This design comes from an exercise in tuning for small area and a short achievable clock period on the open sky130 flow, not from production work.
In this exercise RTL edits were held to simulation tests only and were not proved equivalent to the original.
Power figures rest on the tool's default switching activity, not on a simulated workload.

`flow/config.mk`:
```
export PLATFORM = sky130hd
export DESIGN_NAME = output_conversion
export DESIGN_NICKNAME = output_conversion
export VERILOG_FILES = /design/flow/design.v
export SDC_FILE = /design/flow/constraint.sdc
export NUM_CORES = 4
export LEC_CHECK = 0
export CAP_MARGIN = 20
export CORE_MARGIN = 2
export CORE_UTILIZATION = 40
export SLEW_MARGIN = 20
```
`flow/constraint.sdc`:
```
create_clock -name core_clock -period 8.0 [get_ports {clk}]
set_input_delay 1.6000 -clock core_clock [delete_from_list [all_inputs] [get_ports {clk}]]
set_output_delay 1.6000 -clock core_clock [all_outputs]
set_load 0.01 [all_outputs]
```
`flow/design.v`:
```
module coeff_rom (
    input wire [3:0] phase,       
    input wire [2:0] tap_index,   
    output reg signed [15:0] coeff
);
    always @(*) begin
        case (phase)
            4'd0: case (tap_index)
                0: coeff = 16'sd218;   1: coeff = -379;   2: coeff = -2418;  3: coeff = 9643;
                4: coeff = 20288;      5: coeff = 6490;   6: coeff = -953;   7: coeff = -120;
            endcase
            4'd1: case (tap_index)
                0: coeff = 216;    1: coeff = -483;   2: coeff = -2134;  3: coeff = 10584;
                4: coeff = 19996;  5: coeff = 5695;   6: coeff = -1022;  7: coeff = -84;
            endcase
            4'd2: case (tap_index)
                0: coeff = 211;    1: coeff = -582;   2: coeff = -1810;  3: coeff = 11502;
                4: coeff = 19642;  5: coeff = 4927;   6: coeff = -1072;  7: coeff = -49;
            endcase
            4'd3: case (tap_index)
                0: coeff = 203;    1: coeff = -676;   2: coeff = -1447;  3: coeff = 12394;
                4: coeff = 19229;  5: coeff = 4185;   6: coeff = -1104;  7: coeff = -16;
            endcase
            4'd4: case (tap_index)
                0: coeff = 193;    1: coeff = -764;   2: coeff = -1045;  3: coeff = 13257;
                4: coeff = 18758;  5: coeff = 3472;   6: coeff = -1119;  7: coeff = 16;
            endcase
            4'd5: case (tap_index)
                0: coeff = 179;    1: coeff = -844;   2: coeff = -605;   3: coeff = 14088;
                4: coeff = 18233;  5: coeff = 2790;   6: coeff = -1119;  7: coeff = 46;
            endcase
            4'd6: case (tap_index)
                0: coeff = 163;    1: coeff = -917;   2: coeff = -128;   3: coeff = 14884;
                4: coeff = 17656;  5: coeff = 2139;   6: coeff = -1103;  7: coeff = 74;
            endcase
            4'd7: case (tap_index)
                0: coeff = 145;    1: coeff = -980;   2: coeff = 386;    3: coeff = 15641;
                4: coeff = 17030;  5: coeff = 1520;   6: coeff = -1074;  7: coeff = 100;
            endcase
            4'd8: case (tap_index)
                0: coeff = 124;    1: coeff = -1033;  2: coeff = 936;    3: coeff = 16357;
                4: coeff = 16357;  5: coeff = 936;    6: coeff = -1033;  7: coeff = 124;
            endcase
            4'd9: case (tap_index)
                0: coeff = 100;    1: coeff = -1074;  2: coeff = 1520;   3: coeff = 17030;
                4: coeff = 15641;  5: coeff = 386;    6: coeff = -980;   7: coeff = 145;
            endcase
            4'd10: case (tap_index)
                0: coeff = 74;     1: coeff = -1103;  2: coeff = 2139;   3: coeff = 17656;
                4: coeff = 14884;  5: coeff = -128;   6: coeff = -917;   7: coeff = 163;
            endcase
            4'd11: case (tap_index)
                0: coeff = 46;     1: coeff = -1119;  2: coeff = 2790;   3: coeff = 18233;
                4: coeff = 14088;  5: coeff = -605;   6: coeff = -844;   7: coeff = 179;
            endcase
            4'd12: case (tap_index)
                0: coeff = 16;     1: coeff = -1119;  2: coeff = 3472;   3: coeff = 18758;
                4: coeff = 13257;  5: coeff = -1045;  6: coeff = -764;   7: coeff = 193;
            endcase
            4'd13: case (tap_index)
                0: coeff = -16;    1: coeff = -1104;  2: coeff = 4185;   3: coeff = 19229;
                4: coeff = 12394;  5: coeff = -1447;  6: coeff = -676;   7: coeff = 203;
            endcase
            4'd14: case (tap_index)
                0: coeff = -49;    1: coeff = -1072;  2: coeff = 4927;   3: coeff = 19642;
                4: coeff = 11502;  5: coeff = -1810;  6: coeff = -582;   7: coeff = 211;
            endcase
            4'd15: case (tap_index)
                0: coeff = -84;    1: coeff = -1022;  2: coeff = 5695;   3: coeff = 19996;
                4: coeff = 10584;  5: coeff = -2134;  6: coeff = -483;   7: coeff = 216;
            endcase
            default: coeff = 16'sd0;
        endcase
    end
endmodule
module polyphase_upsampler (
    input wire clk,
    input wire reset_n,
    input wire signed [15:0] in_sample,
    input wire               valid_in,      
    output reg signed [15:0] out_sample,
	 output reg valid_out
);
    parameter UPSAMPLE_NUM = 274;
    parameter UPSAMPLE_DEN = 170;  
    reg [15:0] phase_accum;
    wire [3:0] phase_index = phase_accum[15:12];  
    reg signed [15:0] sample_buf [0:7];
    reg [2:0] wr_ptr;
    wire signed [15:0] coeff;
    reg [2:0] tap_index;
    coeff_rom coeffs (
        .phase(phase_index),
        .tap_index(tap_index),
        .coeff(coeff)
    );
    reg signed [31:0] acc;
    reg [2:0] mac_ptr;
    reg [2:0] rd_index;
    reg signed [15:0] sample_val;
    reg mac_active;
    always @(posedge clk) begin
			valid_out <= 0;
        if (!reset_n) begin
            wr_ptr <= 0;
            mac_ptr <= 0;
            phase_accum <= 0;
            mac_active <= 0;
            acc <= 0;
            out_sample <= 0;
            tap_index <= 0;
            rd_index <= 0;
            sample_val <= 0;
            sample_buf[0] <= 0; sample_buf[1] <= 0; sample_buf[2] <= 0; sample_buf[3] <= 0;
            sample_buf[4] <= 0; sample_buf[5] <= 0; sample_buf[6] <= 0; sample_buf[7] <= 0;
        end else begin
            if (valid_in) begin
                sample_buf[wr_ptr] <= in_sample;
                wr_ptr <= wr_ptr + 1;
                phase_accum <= phase_accum + UPSAMPLE_NUM;
            end
            if (!mac_active && (phase_accum >= UPSAMPLE_DEN)) begin
                mac_active <= 1;
                mac_ptr <= 0;
                acc <= 0;
            end
            if (mac_active) begin
                tap_index <= mac_ptr;
                rd_index <= wr_ptr - mac_ptr - 1;
                sample_val <= sample_buf[rd_index & 3'b111];
                acc <= acc + sample_val * coeff;
                mac_ptr <= mac_ptr + 1;
                if (mac_ptr == 7) begin
							valid_out <= 1;
							mac_active <= 0;
							out_sample <= acc[30:15];   
							phase_accum <= phase_accum - UPSAMPLE_DEN;
                end
            end
        end
    end
endmodule
module output_conversion (
    input  wire        clk,
    input  wire        reset_n,
    input  wire signed [15:0] sample_L,
    input  wire               valid_L,
    input  wire signed [15:0] sample_R,
    input  wire               valid_R,
    input  wire [7:0]  volume,
    input  wire        mute,
    output reg signed [15:0] out_L,
    output reg signed [15:0] out_R,
    output reg               valid_out
);
    wire signed [15:0] up_L, up_R;
    wire valid_up_L, valid_up_R;
    polyphase_upsampler up_left (
        .clk(clk),
        .reset_n(reset_n),
        .in_sample(sample_L),
        .valid_in(valid_L),
        .out_sample(up_L),
        .valid_out(valid_up_L)
    );
    polyphase_upsampler up_right (
        .clk(clk),
        .reset_n(reset_n),
        .in_sample(sample_R),
        .valid_in(valid_R),
        .out_sample(up_R),
        .valid_out(valid_up_R)
    );
    wire signed [23:0] scaled_L = (mute) ? 24'sd0 : (up_L * volume);
    wire signed [23:0] scaled_R = (mute) ? 24'sd0 : (up_R * volume);
    always @(posedge clk) begin
        if (!reset_n) begin
            out_L <= 0;
            out_R <= 0;
            valid_out <= 0;
        end else if (valid_up_L && valid_up_R) begin
            out_L <= scaled_L >>> 8;
            out_R <= scaled_R >>> 8;
            valid_out <= 1;
        end else begin
            valid_out <= 0;
        end
    end
endmodule
```
`flow/run.sh`:
```
#!/bin/bash
# synth_recipe.tcl (not shown) runs the flow's synth.tcl, then flattens the netlist and writes it again
# the make line also repeats each setting of config.mk as NAME=value (left out here)
make -C /OpenROAD-flow-scripts/flow DESIGN_CONFIG=/design/flow/config.mk WORK_HOME=/design/flow/orfs CLKGATE_MAP_FILE= SYNTH_SCRIPT=/design/flow/synth_recipe.tcl finish
```
==> qor.txt <==
CRITICAL PATH
--------------------------------------------------------------------------------
Crit. End Element .................................................     register
Data required time at the worst endpoint ..........................      8.56 ns
Max FO, Critical Path .............................................           15
Most repeated library cell on the critical path ................... sky130_fd_sc_hd__fa_1
Max stage delay on crit path ......................................      0.61 ns
Data arrival time at the worst-slack endpoint .....................      8.22 ns
Critical Path Slowest Stage Cell .................................. sky130_fd_sc_hd__fa_1
Critical path start-end classification ............................ register to register
Setup crit start kind .............................................     register

RUN STATUS
--------------------------------------------------------------------------------
Outcome ...........................................................  timing/DRC/antenna clean

FLOORPLANNING
--------------------------------------------------------------------------------
Starting density of the core ......................................       40.15%
Height of the die .................................................     388.3 um
Top-Level Pins ....................................................           78
Std-Cell Rows .....................................................          141
Die width .........................................................     388.3 um
Floorplan die area ................................................  0.1508 mm^2
Placeable core region .............................................  0.1471 mm^2

TIMING
--------------------------------------------------------------------------------
Fraction of the cycle the final worst path needs ..................       95.80%
Min Tclk post-route ...............................................     7.664 ns
Worst Skew ........................................................   0.05731 ns
Fin Hold WS .......................................................    0.4527 ns
Setup violation total in the final timing report ..................            0
Transition time at the pin with the least slew margin .............     1.157 ns
Worst rel slew slack ..............................................       22.60%
Total negative slack ..............................................         0 ns
Peak Freq .........................................................    130.5 MHz
Count of final hold-check violations ..............................            0
Setup repair after global routing missed its margin ...............        false
Max Transition Viols Final ........................................            0

PLACE
--------------------------------------------------------------------------------
Gpl congestion ....................................................       0.9755
Placed wire-length estimate .......................................    127000 um
Input/output buffers ..............................................           77

POWER
--------------------------------------------------------------------------------
Power density cells ............................................... 246.5 mW/mm^2
LEAKAGE ...........................................................     29.91 nW
Switching power as a share of total power .........................       38.06%
Share of power burned in registers ................................        27.4%
Clock share of power ..............................................        26.3%
Highest ir drop seen on vdd .......................................     222.4 uV
Comb pwr share ....................................................        46.3%
P_sw ..............................................................     6.234 mW
Design Power ......................................................     16.38 mW
Internal cell power ...............................................     10.14 mW

LOGIC SYNTHESIS
--------------------------------------------------------------------------------
Mapped cell area .................................................. 0.05907 mm^2
Part of the Yosys area used for sequential elements ...............       29.86%
Most used flip-flop cell after synthesis .......................... sky130_fd_sc_hd__dfxtp_1
Synthesized area per cell .........................................   9.900 um^2
Number of different library cells in the post-synthesis netlist ...           91
Total of warnings raised by yosys .................................            3
Number of flops mapped to enable cells by yosys ...................          256
Cell count after synthesis ........................................         5967
Synthesized netlist net count .....................................         7056
Count of state elements after synthesis ...........................          753
Async SR Flop Fraction ............................................           0%

ROUTE
--------------------------------------------------------------------------------
Drt via density ...................................................        5.199
DR iter-0 viols ...................................................         2898
First-pass iteration count of the detailed router .................            6
Detail-routed net length per standard cell ........................     20.69 um
Residual DRC count ................................................            0
Total number of vias ..............................................        42110
Number of antenna-violating nets in the routed design .............            0
Routed wire length ................................................    167600 um

GRT
--------------------------------------------------------------------------------
Met1 demand-to-capacity share in global routing ...................       31.43%
Via count of the first global-routing pass ........................        44330
Leftover overflow at the end of global routing ....................            0
Wire length of the first global-routing pass ......................    264800 um
Combined global-route utilization of all metal layers .............       22.58%
Grt met2 use ......................................................       35.95%
Number of antenna violations at the first check in global routing .            3
Most crowded layer after global routing ...........................         met2
Met3 track demand over resource in global routing .................       3.812%
Pin count of the biggest net entering global routing ..............           57

CLOCK NETWORK
--------------------------------------------------------------------------------
Clock Pin Slew Worst Setup and Hold Paths .........................      0.06 ns
Sink Count ........................................................          753
CTS buffer count ..................................................           89
Clk buf depth .....................................................            3
Clock tree from TritonCTS .........................................         done
Later-pin clock latency in the skew report ........................      0.73 ns
Htree depth .......................................................            3
Clock root buffer ................................................. sky130_fd_sc_hd__clkbuf_16

CELLS AND AREA
--------------------------------------------------------------------------------
Area growth from synthesis to final layout ........................       12.49%
Ratio of cells with drive above 1 in the final layout .............       8.708%
Share of the core filled with cells in the final layout ...........       45.16%
Final nets ........................................................         7182

WORST HOLD PATH
--------------------------------------------------------------------------------
Class of the worst hold path ...................................... register to register

RUN
--------------------------------------------------------------------------------
Max-Cap Viols .....................................................            0

## synth_stat cells (21+ instances only)
library cell	number	area (um^2)
sky130_fd_sc_hd__a21boi_0	37	277.8
sky130_fd_sc_hd__a21o_1	21	157.7
sky130_fd_sc_hd__a21oi_1	137	685.7
sky130_fd_sc_hd__a221oi_1	23	201.4
sky130_fd_sc_hd__a22oi_1	83	623.1
sky130_fd_sc_hd__a31oi_1	24	150.1
sky130_fd_sc_hd__and2_1	594	3716
sky130_fd_sc_hd__and3_1	29	181.4
sky130_fd_sc_hd__buf_1	36	135.1
sky130_fd_sc_hd__clkbuf_1	242	908.4
sky130_fd_sc_hd__dfxtp_1	497	9950
sky130_fd_sc_hd__edfxtp_1	256	7687
sky130_fd_sc_hd__fa_1	738	14770
sky130_fd_sc_hd__ha_1	306	3829
sky130_fd_sc_hd__inv_1	901	3382
sky130_fd_sc_hd__mux2i_1	76	760.7
sky130_fd_sc_hd__mux4_2	66	1486
sky130_fd_sc_hd__nand2_1	684	2567
sky130_fd_sc_hd__nand2b_1	39	244.0
sky130_fd_sc_hd__nand3_1	48	240.2
sky130_fd_sc_hd__nor2_1	325	1220
sky130_fd_sc_hd__nor2b_1	103	644.4
sky130_fd_sc_hd__nor3_1	68	340.3
sky130_fd_sc_hd__o211a_1	36	360.4
sky130_fd_sc_hd__o21a_1	24	180.2
sky130_fd_sc_hd__o21ai_0	140	700.7
sky130_fd_sc_hd__xnor2_1	90	788.3
sky130_fd_sc_hd__xor2_1	45	394.1
## cell families after synthesis
kind of cell / Yosys count / share of synthesized area (%)
AND/OR/NAND/NOR: 1975 / 16.61
flip-flops: 753 / 29.86
buffers and inverters: 1203 / 7.712
adder cells (fa/ha/maj): 1044 / 31.49
AO/OA/AOI/OAI: 698 / 8.199
multiplexers: 159 / 4.128
XOR/XNOR: 135 / 2.002
## layer usage
metal  vias up  routed length [um]
li1      19390                   -
met3       294               10040
met4         2                5209
met2      1267               76460
met1     21170               75850
met5         -                  13
## power groups by stage
| stage | Combinational (mW) | Clock (mW) | Sequential, mW |
|---|---|---|---|
| after detailed placement | 7.58 | 0 | 4.57 |
| final | 7.59 | 4.30 | 4.49 |
| after global placement | 7.45 | 0 | 4.57 |
| after CTS | 7.61 | 4.40 | 4.49 |
| after floorplan | 5.53 | 0 | 4.39 |
| after global routing | 8.76 | 4.53 | 4.51 |
## worst max-delay path: cells and delay by family, from the launching register on
| kind | cells | cell delay (ns) |
|---|---|---|
| buffers and inverters | 6 | 0.52 |
| XOR/XNOR | 1 | 0.16 |
| AND/OR/NAND/NOR | 3 | 1.06 |
| adder cells (fa/ha/maj) | 7 | 3.33 |
| AO/OA/AOI/OAI | 10 | 2.06 |
| flip-flops | 1 | 0.41 |
## final timing paths
kind / start / endpoint / slack, ns / depth (start not counted)
setup / recovery: up_left.phase_accum[15] / up_left.acc[30] / 0.34 / 27
hold / removal: out_L[12] / out_L[12] / 0.45 / 2
setup reg to reg: up_left.phase_accum[15] / up_left.acc[30] / 0.34 / 27
hold reg to reg: out_L[12] / out_L[12] / 0.45 / 2
## cells in the final DEF (no fill, tap or decap), types with 17 or more instances in the layout
| cell type | count |
|---|---|
| sky130_fd_sc_hd__mux2i_1 | 76 |
| sky130_fd_sc_hd__inv_1 | 901 |
| sky130_fd_sc_hd__and2_1 | 594 |
| sky130_fd_sc_hd__dfxtp_1 | 489 |
| sky130_fd_sc_hd__o211a_1 | 36 |
| sky130_fd_sc_hd__buf_4 | 240 |
| sky130_fd_sc_hd__fa_1 | 738 |
| sky130_fd_sc_hd__clkdlybuf4s50_1 | 76 |
| sky130_fd_sc_hd__edfxtp_1 | 256 |
| sky130_fd_sc_hd__nand2b_1 | 38 |
| sky130_fd_sc_hd__mux4_2 | 66 |
| sky130_fd_sc_hd__o21ai_0 | 127 |
| sky130_fd_sc_hd__nor2_1 | 323 |
| sky130_fd_sc_hd__xnor2_1 | 90 |
| sky130_fd_sc_hd__clkbuf_16 | 91 |
| sky130_fd_sc_hd__nor2b_1 | 102 |
| sky130_fd_sc_hd__a22o_1 | 18 |
| sky130_fd_sc_hd__xor2_1 | 45 |
| sky130_fd_sc_hd__a32oi_1 | 18 |
| sky130_fd_sc_hd__a21oi_1 | 137 |
| sky130_fd_sc_hd__a21boi_0 | 37 |
| sky130_fd_sc_hd__nand3_1 | 48 |
| sky130_fd_sc_hd__clkbuf_1 | 17 |
| sky130_fd_sc_hd__mux2_2 | 17 |
| sky130_fd_sc_hd__nand2_1 | 683 |
| sky130_fd_sc_hd__and3_1 | 28 |
| sky130_fd_sc_hd__o21a_1 | 24 |
| sky130_fd_sc_hd__ha_1 | 306 |
| sky130_fd_sc_hd__a21o_1 | 21 |
| sky130_fd_sc_hd__a22oi_1 | 83 |
| sky130_fd_sc_hd__a221oi_1 | 22 |
| sky130_fd_sc_hd__a31oi_1 | 22 |
| sky130_fd_sc_hd__nor3_1 | 64 |
## repair_timing
item | in CTS | in global routing
buffers inserted | 0 | 4
setup endpoints to repair | 0 | 18
gates resized for setup | 0 | 27
hold buffers | 0 | 0
endpoints found under the hold margin | 0 | 0
## layout make-up
cell class,count,area [um^2]
Fill cell,13940,80680
Multi-Input combinational cell,4011,37020
Sequential cell,753,17650
Inverter,906,3405
Timing Repair Buffer,332,2838
Clock buffer,116,2442
Tap cell,1930,2415
Clock inverter,49,669.4
Antenna cell,3,7.507
## stage by stage
stage | area, um^2 | instances | worst slack (ns)
2_1_floorplan | 59070 | 5967 | 0.2336
4_1_cts | 66290 | 8091 | 0.02743
3_5_place_dp | 63180 | 7926 | 0.006003
6_report | 66450 | 8100 | 0.3356
5_1_grt | 66450 | 8098 | 0.003977
3_3_place_gp | 63160 | 7925 | 0.07773

==> port drivers added, routing unchanged <==
No port has a modelled driver above. Below, the same layout with a new extraction and two added sets of constraints. Step 1, drivers: a clkbuf_16 drives clk and a buf_2 each remaining input, both assumed. Step 2 times the ports against the registers' clock, not the clock port: input delays grow and output delays shrink by t, the midpoint of the rising clock arrivals with the driver on. a / b / c = ideal ports / drivers / drivers and shift; a / b = the first two.
shift t [ns]: 0.775
slack for setup (ns): 0.336 / 0.336 / 0.336
hold slack, ns: 0.453 / 0.453 / 0.453
worst setup path at the end: register to register
latest minus earliest clock arrival (ns): 0.072 / 0.072
After both steps this run still meets setup and hold. The setup slack of this run moves by 0.000 ns with the drivers and by 0.000 ns with both steps.
